What follows belongs to an exercise in optimizing a design on an open flow for small area and a short achievable clock period; a production flow would make more cautious choices.
In this exercise RTL edits were held to simulation tests only and were not proved equivalent to the original.
The clock port is modelled as an ideal driver, which makes a skipped or thinned clock tree look cheaper than it is; a real chip needs a root buffer or a tree.
No activity file was given, so power comes from the tool's default toggle rates.

==> garnet <==
==> flow/design.v (excerpt) <==
module MADDNESS (in, clk, out, in_num, in_addr, write);
	input [215:0] in;
	input clk;
	output [63:0] out;
	input [7:0] in_num;
	input [9:0] in_addr;
	input write;
	genvar g, h, k;
	integer i, j;
	reg [63:0] nlo;
	reg [37:0] nhi;
	reg [3:0]  w_lo;
	reg [6:0]  w_hi;
	reg [7:0]  w_dn;
	always @(posedge clk) begin
		for (i = 0; i < 32; i = i + 1)
			for (j = 0; j < 2; j = j + 1)
				nlo[2*i + j] <= ~((in_addr[4:0] == i) & ((in_addr[9:5] >= 10) == j));
		for (i = 0; i < 19; i = i + 1)
			for (j = 0; j < 2; j = j + 1)
				nhi[2*i + j] <= ~(write & (in_addr[9:5] == i) & (in_addr[4] == j));
		for (i = 0; i < 4; i = i + 1) w_lo[i] <= (in_num[1:0] == i);
		for (i = 0; i < 7; i = i + 1) w_hi[i] <= (in_num[4:2] == i);
		w_dn <= ~in_num;
	end
	wire [587:0] we;
	generate
		for (g = 0; g < 588; g = g + 1) begin : dwe
			mad_nor2 u (.a(nhi[2*(g >> 5) + ((g >> 4) & 1)]), .b(nlo[2*(g & 31) + ((g >> 5) >= 10)]), .y(we[g]));
		end
	endgenerate
	reg [3:0] ilo  [0:15];    
	reg [6:0] ihi  [0:15];    
	reg [7:0] thr  [0:59];    
	reg [7:0] prot [0:511];   
	generate
		for (g = 0; g < 16; g = g + 1) begin : widx
			wire weh, nwel, nweh;
			wire [3:0] nlo_d;
			wire [6:0] nhi_d;
			mad_nor2 u0 (.a(nhi[0]), .b(nlo[2*g]), .y(weh));
			mad_or2 u1 (.a(nhi[0]), .b(nlo[2*g]), .y(nwel));
			mad_or2 u2 (.a(nhi[0]), .b(nlo[2*g]), .y(nweh));
			for (h = 0; h < 4; h = h + 1) begin : l
				mad_a22o u (.a1(we[g]), .a2(w_lo[h]), .b1(nwel), .b2(ilo[g][h]), .y(nlo_d[h]));
			end
			for (h = 0; h < 7; h = h + 1) begin : m
				mad_a22o u (.a1(weh), .a2(w_hi[h]), .b1(nweh), .b2(ihi[g][h]), .y(nhi_d[h]));
			end
			always @(posedge clk) begin
				ilo[g] <= nlo_d;
				ihi[g] <= nhi_d;
			end
		end
		for (g = 0; g < 60; g = g + 1) begin : wthr
			always @(posedge clk) if (we[g + 16]) thr[g] <= w_dn;
		end
		for (g = 0; g < 512; g = g + 1) begin : wprot
			always @(posedge clk) if (we[g + 76]) prot[g] <= w_dn;
		end
	endgenerate
	reg [1:0] p1 [0:15][0:7];
	generate
  ...
==> module mad_a22o, before the edit <==
module mad_a22o (input a1, input a2, input b1, input b2, output y);
	assign y = (a1 & a2) | (b1 & b2);
endmodule
==> module mad_or2, before the edit <==
module mad_or2 (input a, input b, output y);
	assign y = a | b;
endmodule
==> module MADDNESS, before the edit <==
module MADDNESS (in, clk, out, in_num, in_addr, write);
	input [215:0] in;
	input clk;
	output [63:0] out;
	input [7:0] in_num;
	input [9:0] in_addr;
	input write;
	genvar g, h, k;
	integer i, j;
	reg [63:0] nlo;
	reg [37:0] nhi;
	reg [3:0]  w_lo;
	reg [6:0]  w_hi;
	reg [7:0]  w_dn;
	always @(posedge clk) begin
		for (i = 0; i < 32; i = i + 1)
			for (j = 0; j < 2; j = j + 1)
				nlo[2*i + j] <= ~((in_addr[4:0] == i) & ((in_addr[9:5] >= 10) == j));
		for (i = 0; i < 19; i = i + 1)
			for (j = 0; j < 2; j = j + 1)
				nhi[2*i + j] <= ~(write & (in_addr[9:5] == i) & (in_addr[4] == j));
		for (i = 0; i < 4; i = i + 1) w_lo[i] <= (in_num[1:0] == i);
		for (i = 0; i < 7; i = i + 1) w_hi[i] <= (in_num[4:2] == i);
		w_dn <= ~in_num;
	end
	wire [587:0] we;
	generate
		for (g = 0; g < 588; g = g + 1) begin : dwe
			mad_nor2 u (.a(nhi[2*(g >> 5) + ((g >> 4) & 1)]), .b(nlo[2*(g & 31) + ((g >> 5) >= 10)]), .y(we[g]));
		end
	endgenerate
	reg [3:0] ilo  [0:15];    
	reg [6:0] ihi  [0:15];    
	reg [7:0] thr  [0:59];    
	reg [7:0] prot [0:511];   
	generate
		for (g = 0; g < 16; g = g + 1) begin : widx
			wire weh, nwel, nweh;
			wire [3:0] nlo_d;
			wire [6:0] nhi_d;
			mad_nor2 u0 (.a(nhi[0]), .b(nlo[2*g]), .y(weh));
			mad_or2 u1 (.a(nhi[0]), .b(nlo[2*g]), .y(nwel));
			mad_or2 u2 (.a(nhi[0]), .b(nlo[2*g]), .y(nweh));
			for (h = 0; h < 4; h = h + 1) begin : l
				mad_a22o u (.a1(we[g]), .a2(w_lo[h]), .b1(nwel), .b2(ilo[g][h]), .y(nlo_d[h]));
			end
			for (h = 0; h < 7; h = h + 1) begin : m
				mad_a22o u (.a1(weh), .a2(w_hi[h]), .b1(nweh), .b2(ihi[g][h]), .y(nhi_d[h]));
			end
			always @(posedge clk) begin
				ilo[g] <= nlo_d;
				ihi[g] <= nhi_d;
			end
		end
		for (g = 0; g < 60; g = g + 1) begin : wthr
			always @(posedge clk) if (we[g + 16]) thr[g] <= w_dn;
		end
		for (g = 0; g < 512; g = g + 1) begin : wprot
			always @(posedge clk) if (we[g + 76]) prot[g] <= w_dn;
		end
	endgenerate
	reg [1:0] p1 [0:15][0:7];
	generate
		for (g = 0; g < 16; g = g + 1) begin : bsel
			wire [26:0] ns;
			mad_dec27n ud (.lo(ilo[g]), .hi(ihi[g]), .ns(ns));
			for (k = 0; k < 8; k = k + 1) begin : b
				wire [26:0] d;
				wire [1:0] p;
				for (h = 0; h < 27; h = h + 1) begin : r
					assign d[h] = in[8*h + k];
				end
				mad_sel27 us (.ns(ns), .d(d), .p(p));
				always @(posedge clk) p1[g][k] <= p;
			end
		end
	endgenerate
	wire [7:0] v1 [0:15];
	generate
		for (g = 0; g < 16; g = g + 1) begin : bv
			for (k = 0; k < 8; k = k + 1) begin : b
				mad_nor2 u (.a(p1[g][k][0]), .b(p1[g][k][1]), .y(v1[g][k]));
			end
		end
	endgenerate
	reg [14:0] ge2 [0:3];
	generate
		for (g = 0; g < 4; g = g + 1) begin : tc
			for (h = 0; h < 4; h = h + 1) begin : lc
				for (k = 0; k < (1 << h); k = k + 1) begin : jc
					wire ge;
					mad_ge8 uc (.v(v1[4*h + g]), .tn(thr[((1 << h) - 1)*4 + g*(1 << h) + k]), .ge(ge));
					always @(posedge clk) ge2[g][(1 << h) - 1 + k] <= ge;
				end
			end
		end
	endgenerate
	reg [15:0] ns3 [0:1][0:3];
	generate
		for (g = 0; g < 4; g = g + 1) begin : cr
			for (h = 0; h < 2; h = h + 1) begin : cp
				wire [15:0] ns;
				mad_classn ud (.ge(ge2[g]), .ns(ns));
				always @(posedge clk) ns3[h][g] <= ns;
			end
		end
	endgenerate
	genvar m;
	wire [7:0] r [0:3][0:7];
	generate
		for (g = 0; g < 4; g = g + 1) begin : ps
			for (h = 0; h < 8; h = h + 1) begin : pb
				for (k = 0; k < 8; k = k + 1) begin : pk
					wire [15:0] dn;
					for (m = 0; m < 16; m = m + 1) begin : pm
						assign dn[m] = prot[g*128 + m*8 + h][k];
					end
					mad_sel16 us (.ns(ns3[h >> 2][g]), .dn(dn), .y(r[g][h][k]));
				end
			end
		end
	endgenerate
	reg [7:0] r4 [0:3][0:7];
	always @(posedge clk)
		for (i = 0; i < 8; i = i + 1)
			for (j = 0; j < 4; j = j + 1) r4[j][i] <= r[j][i];
	reg [7:0] sa5 [0:7];
	reg [7:0] sb5 [0:7];
	generate
		for (h = 0; h < 8; h = h + 1) begin : cs
			wire [7:0] xa, xb;
			mad_csa u (.r0(r4[0][h][7:1]), .r1(r4[1][h][7:1]), .r2(r4[2][h][7:1]), .r3(r4[3][h][7:1]),
				.o01(r4[0][h][0] | r4[1][h][0]), .o23(r4[2][h][0] | r4[3][h][0]), .a(xa), .b(xb));
			always @(posedge clk) begin
				sa5[h] <= xa;
				sb5[h] <= xb;
			end
		end
	endgenerate
	reg [63:0] out_q;
	generate
		for (h = 0; h < 8; h = h + 1) begin : fo
			wire [7:0] y;
			mad_avg8 u (.a(sa5[h]), .b(sb5[h]), .y(y));
			always @(posedge clk) out_q[8*h +: 8] <= y;
		end
	endgenerate
	assign out = out_q;
endmodule
export LEC_CHECK = 0
export CAP_MARGIN = 20
export CORE_MARGIN = 2
export CORE_UTILIZATION = 56
export PLACE_DENSITY = 0.66
export SETUP_SLACK_MARGIN = 1.6
export SLEW_MARGIN = 20
export SYNTH_HIERARCHICAL = 1
create_clock -name core_clock -period 4.5 [get_ports {clk}]
standard.sh (not shown) runs the stock make flow with config.mk's settings and CLKGATE_MAP_FILE= SYNTH_SCRIPT=/design/flow/synth_recipe.tcl, a recipe that flattens the netlist after the stock synthesis.
==> flow/flow/run.sh <==
#!/bin/bash
# The standard ORFS flow (the standard.sh, synthesis included) with these
# changes, all through ORFS's own variables and step hooks:
#  - flow/io.tcl (PRE_IO_PLACEMENT) places the row input's pins as one ordered
#    group on the bottom edge before place_pins;
#  - port buffers are buf_8 cells (BUFFER_PORTS_ARGS) rather than the slow
#    delay cell buffer_ports picks on its own;
#  - flow/mycts.tcl (PRE_CTS) builds the clock tree as an H-tree of inverters
#    in place of TritonCTS;
#  - flow/margin.tcl (sourced by mycts.tcl) and flow/grt.tcl
#    (PRE_GLOBAL_ROUTE) set the setup margin of the repairs once the clock
#    tree exists;
#  - up to 10 rounds (ORFS's default is 5) of antenna repair and re-routing
#    after detailed routing (MAX_REPAIR_ANTENNAS_ITER_DRT).
# make's output goes to flow_make.log; each step's full log is under orfs/logs.
set -euo pipefail
here=$(pwd)
bash standard.sh \
  PRE_IO_PLACEMENT_TCL="$here/flow/io.tcl" \
  "BUFFER_PORTS_ARGS=-buffer_cell sky130_fd_sc_hd__buf_8" \
  PRE_CTS_TCL="$here/flow/mycts.tcl" \
  PRE_GLOBAL_ROUTE_TCL="$here/flow/grt.tcl" \
  MAX_REPAIR_ANTENNAS_ITER_DRT=10 \
  finish > "$here/flow_make.log" 2>&1
Other scripts of this flow, unchanged in this note and not shown: flow/flow/grt.tcl, flow/flow/io.tcl, flow/flow/margin.tcl, flow/flow/mycts.tcl
==> inputs of amber, as changes to garnet <==
--- a/flow/design.v
+++ b/flow/design.v
@@ -1,11 +1,5 @@
 module mad_o22ai (input a1, input a2, input b1, input b2, output y);
 	assign y = ~((a1 | a2) & (b1 | b2));
-endmodule
-module mad_a22o (input a1, input a2, input b1, input b2, output y);
-	assign y = (a1 & a2) | (b1 & b2);
-endmodule
-module mad_or2 (input a, input b, output y);
-	assign y = a | b;
 endmodule
 module mad_nand2 (input a, input b, output y);
 	assign y = ~(a & b);
@@ -144,18 +138,14 @@
 	input write;
 	genvar g, h, k;
 	integer i, j;
-	reg [63:0] nlo;
-	reg [37:0] nhi;
+	reg [31:0] nlo;
+	reg [18:0] nhi;
 	reg [3:0]  w_lo;
 	reg [6:0]  w_hi;
 	reg [7:0]  w_dn;
 	always @(posedge clk) begin
-		for (i = 0; i < 32; i = i + 1)
-			for (j = 0; j < 2; j = j + 1)
-				nlo[2*i + j] <= ~((in_addr[4:0] == i) & ((in_addr[9:5] >= 10) == j));
-		for (i = 0; i < 19; i = i + 1)
-			for (j = 0; j < 2; j = j + 1)
-				nhi[2*i + j] <= ~(write & (in_addr[9:5] == i) & (in_addr[4] == j));
+		for (i = 0; i < 32; i = i + 1) nlo[i] <= ~(in_addr[4:0] == i);
+		for (i = 0; i < 19; i = i + 1) nhi[i] <= ~(write & (in_addr[9:5] == i));
 		for (i = 0; i < 4; i = i + 1) w_lo[i] <= (in_num[1:0] == i);
 		for (i = 0; i < 7; i = i + 1) w_hi[i] <= (in_num[4:2] == i);
 		w_dn <= ~in_num;
@@ -163,7 +153,7 @@
 	wire [587:0] we;
 	generate
 		for (g = 0; g < 588; g = g + 1) begin : dwe
-			mad_nor2 u (.a(nhi[2*(g >> 5) + ((g >> 4) & 1)]), .b(nlo[2*(g & 31) + ((g >> 5) >= 10)]), .y(we[g]));
+			mad_nor2 u (.a(nhi[g >> 5]), .b(nlo[g & 31]), .y(we[g]));
 		end
 	endgenerate
 	reg [3:0] ilo  [0:15];    
@@ -172,22 +162,10 @@
 	reg [7:0] prot [0:511];   
 	generate
 		for (g = 0; g < 16; g = g + 1) begin : widx
-			wire weh, nwel, nweh;
-			wire [3:0] nlo_d;
-			wire [6:0] nhi_d;
-			mad_nor2 u0 (.a(nhi[0]), .b(nlo[2*g]), .y(weh));
-			mad_or2 u1 (.a(nhi[0]), .b(nlo[2*g]), .y(nwel));
-			mad_or2 u2 (.a(nhi[0]), .b(nlo[2*g]), .y(nweh));
-			for (h = 0; h < 4; h = h + 1) begin : l
-				mad_a22o u (.a1(we[g]), .a2(w_lo[h]), .b1(nwel), .b2(ilo[g][h]), .y(nlo_d[h]));
-			end
-			for (h = 0; h < 7; h = h + 1) begin : m
-				mad_a22o u (.a1(weh), .a2(w_hi[h]), .b1(nweh), .b2(ihi[g][h]), .y(nhi_d[h]));
-			end
-			always @(posedge clk) begin
-				ilo[g] <= nlo_d;
-				ihi[g] <= nhi_d;
-			end
+			wire weh;
+			mad_nor2 u (.a(nhi[0]), .b(nlo[g]), .y(weh));
+			always @(posedge clk) if (we[g]) ilo[g] <= w_lo;
+			always @(posedge clk) if (weh) ihi[g] <= w_hi;
 		end
 		for (g = 0; g < 60; g = g + 1) begin : wthr
 			always @(posedge clk) if (we[g + 16]) thr[g] <= w_dn;
@@ -257,17 +235,20 @@
 			end
 		end
 	endgenerate
-	reg [7:0] r4 [0:3][0:7];
+	reg [6:0] r4 [0:3][0:7];
+	reg [7:0] o014, o234;
 	always @(posedge clk)
-		for (i = 0; i < 8; i = i + 1)
-			for (j = 0; j < 4; j = j + 1) r4[j][i] <= r[j][i];
+		for (i = 0; i < 8; i = i + 1) begin
+			for (j = 0; j < 4; j = j + 1) r4[j][i] <= r[j][i][7:1];
+			o014[i] <= r[0][i][0] | r[1][i][0];
+			o234[i] <= r[2][i][0] | r[3][i][0];
+		end
 	reg [7:0] sa5 [0:7];
 	reg [7:0] sb5 [0:7];
 	generate
 		for (h = 0; h < 8; h = h + 1) begin : cs
 			wire [7:0] xa, xb;
-			mad_csa u (.r0(r4[0][h][7:1]), .r1(r4[1][h][7:1]), .r2(r4[2][h][7:1]), .r3(r4[3][h][7:1]),
-				.o01(r4[0][h][0] | r4[1][h][0]), .o23(r4[2][h][0] | r4[3][h][0]), .a(xa), .b(xb));
+			mad_csa u (.r0(r4[0][h]), .r1(r4[1][h]), .r2(r4[2][h]), .r3(r4[3][h]), .o01(o014[h]), .o23(o234[h]), .a(xa), .b(xb));
 			always @(posedge clk) begin
 				sa5[h] <= xa;
 				sb5[h] <= xb;
Settings changed: CORE_UTILIZATION 56 to 61, PLACE_DENSITY 0.66 to 0.71.
==> inputs of juniper, as changes to garnet <==
--- a/flow/design.v
+++ b/flow/design.v
@@ -148,7 +148,7 @@
 	reg [37:0] nhi;
 	reg [3:0]  w_lo;
 	reg [6:0]  w_hi;
-	reg [7:0]  w_dn;
+	reg [7:0]  w_dn [0:2];
 	always @(posedge clk) begin
 		for (i = 0; i < 32; i = i + 1)
 			for (j = 0; j < 2; j = j + 1)
@@ -158,7 +158,7 @@
 				nhi[2*i + j] <= ~(write & (in_addr[9:5] == i) & (in_addr[4] == j));
 		for (i = 0; i < 4; i = i + 1) w_lo[i] <= (in_num[1:0] == i);
 		for (i = 0; i < 7; i = i + 1) w_hi[i] <= (in_num[4:2] == i);
-		w_dn <= ~in_num;
+		for (i = 0; i < 3; i = i + 1) w_dn[i] <= ~in_num | {8{in_addr[9:8] != i}};
 	end
 	wire [587:0] we;
 	generate
@@ -190,10 +190,10 @@
 			end
 		end
 		for (g = 0; g < 60; g = g + 1) begin : wthr
-			always @(posedge clk) if (we[g + 16]) thr[g] <= w_dn;
+			always @(posedge clk) if (we[g + 16]) thr[g] <= w_dn[(g + 16) >> 8];
 		end
 		for (g = 0; g < 512; g = g + 1) begin : wprot
-			always @(posedge clk) if (we[g + 76]) prot[g] <= w_dn;
+			always @(posedge clk) if (we[g + 76]) prot[g] <= w_dn[(g + 76) >> 8];
 		end
 	endgenerate
 	reg [1:0] p1 [0:15][0:7];
--- a/flow/flow/run.sh
+++ b/flow/flow/run.sh
@@ -11,7 +11,8 @@
 #    (PRE_GLOBAL_ROUTE) set the setup margin of the repairs once the clock
 #    tree exists;
 #  - up to 10 rounds (ORFS's default is 5) of antenna repair and re-routing
-#    after detailed routing (MAX_REPAIR_ANTENNAS_ITER_DRT).
+#    after detailed routing (MAX_REPAIR_ANTENNAS_ITER_DRT), each also
+#    protecting nets near the antenna limits (flow/ant.tcl, PRE_DETAIL_ROUTE).
 # make's output goes to flow_make.log; each step's full log is under orfs/logs.
 set -euo pipefail
 here=$(pwd)
@@ -21,4 +22,5 @@
   PRE_CTS_TCL="$here/flow/mycts.tcl" \
   PRE_GLOBAL_ROUTE_TCL="$here/flow/grt.tcl" \
   MAX_REPAIR_ANTENNAS_ITER_DRT=10 \
+  PRE_DETAIL_ROUTE_TCL="$here/flow/ant.tcl" \
   finish > "$here/flow_make.log" 2>&1
==> flow/flow/ant.tcl (new file) <==
# PRE_DETAIL_ROUTE hook: the antenna repairs after detailed routing also
# protect nets that come within 30% of the antenna limits, so fewer new
# violations appear when the repaired nets are routed again.
rename ::repair_antennas ::ant_orig_repair_antennas
proc ::repair_antennas {args} {
  return [::ant_orig_repair_antennas -ratio_margin 30 {*}$args]
}
==> run notes <==
Register-to-register slack: amber is worse than garnet (130 ps). Against garnet, the total power of amber is higher by about 0.6%. amber finished with timing, DRC and antenna clean. juniper finished with antenna violations left. garnet completed with no timing, DRC or antenna violations. Against garnet, the via count of amber is larger by about 0.5%. Sequential power is about the same in amber and juniper. Against juniper, the worst setup slack of garnet is lower by 42 ps.
In every run of this note, the design's own scripts or RTL, not TritonCTS, make the clock network.

-- static timing again, ports no longer ideal --
In the flow no input, the clock included, has a driving cell. The finished layouts below were timed again as built, in two steps. Step 1: set_driving_cell puts a clkbuf_16 on clk and a buf_2 on each other input, an assumption about the parent block. Step 2, shift: input delay + t, output delay - t, t = (earliest + latest rising clock arrival at the registers) / 2. This alone moves slack from input paths to output paths. Slacks: ideal ports / drivers / drivers and shift; pairs: ideal ports / drivers.
| run | shift t [ns] | setup slack, ns | hold WS [ns] |
|---|---|---|---|
| garnet | 0.810 | 2.410 / 2.084 / 2.093 | 0.413 / 0.210 / 0.413 |
| amber | 0.811 | 2.280 / 2.199 / 1.952 | 0.351 / 0.234 / 0.351 |
| juniper | 0.796 | 2.452 / 2.187 / 1.972 | 0.413 / 0.303 / 0.413 |
For juniper, which loses most, drivers alone change the setup slack by -0.265 ns; drivers and shift together by -0.480 ns.
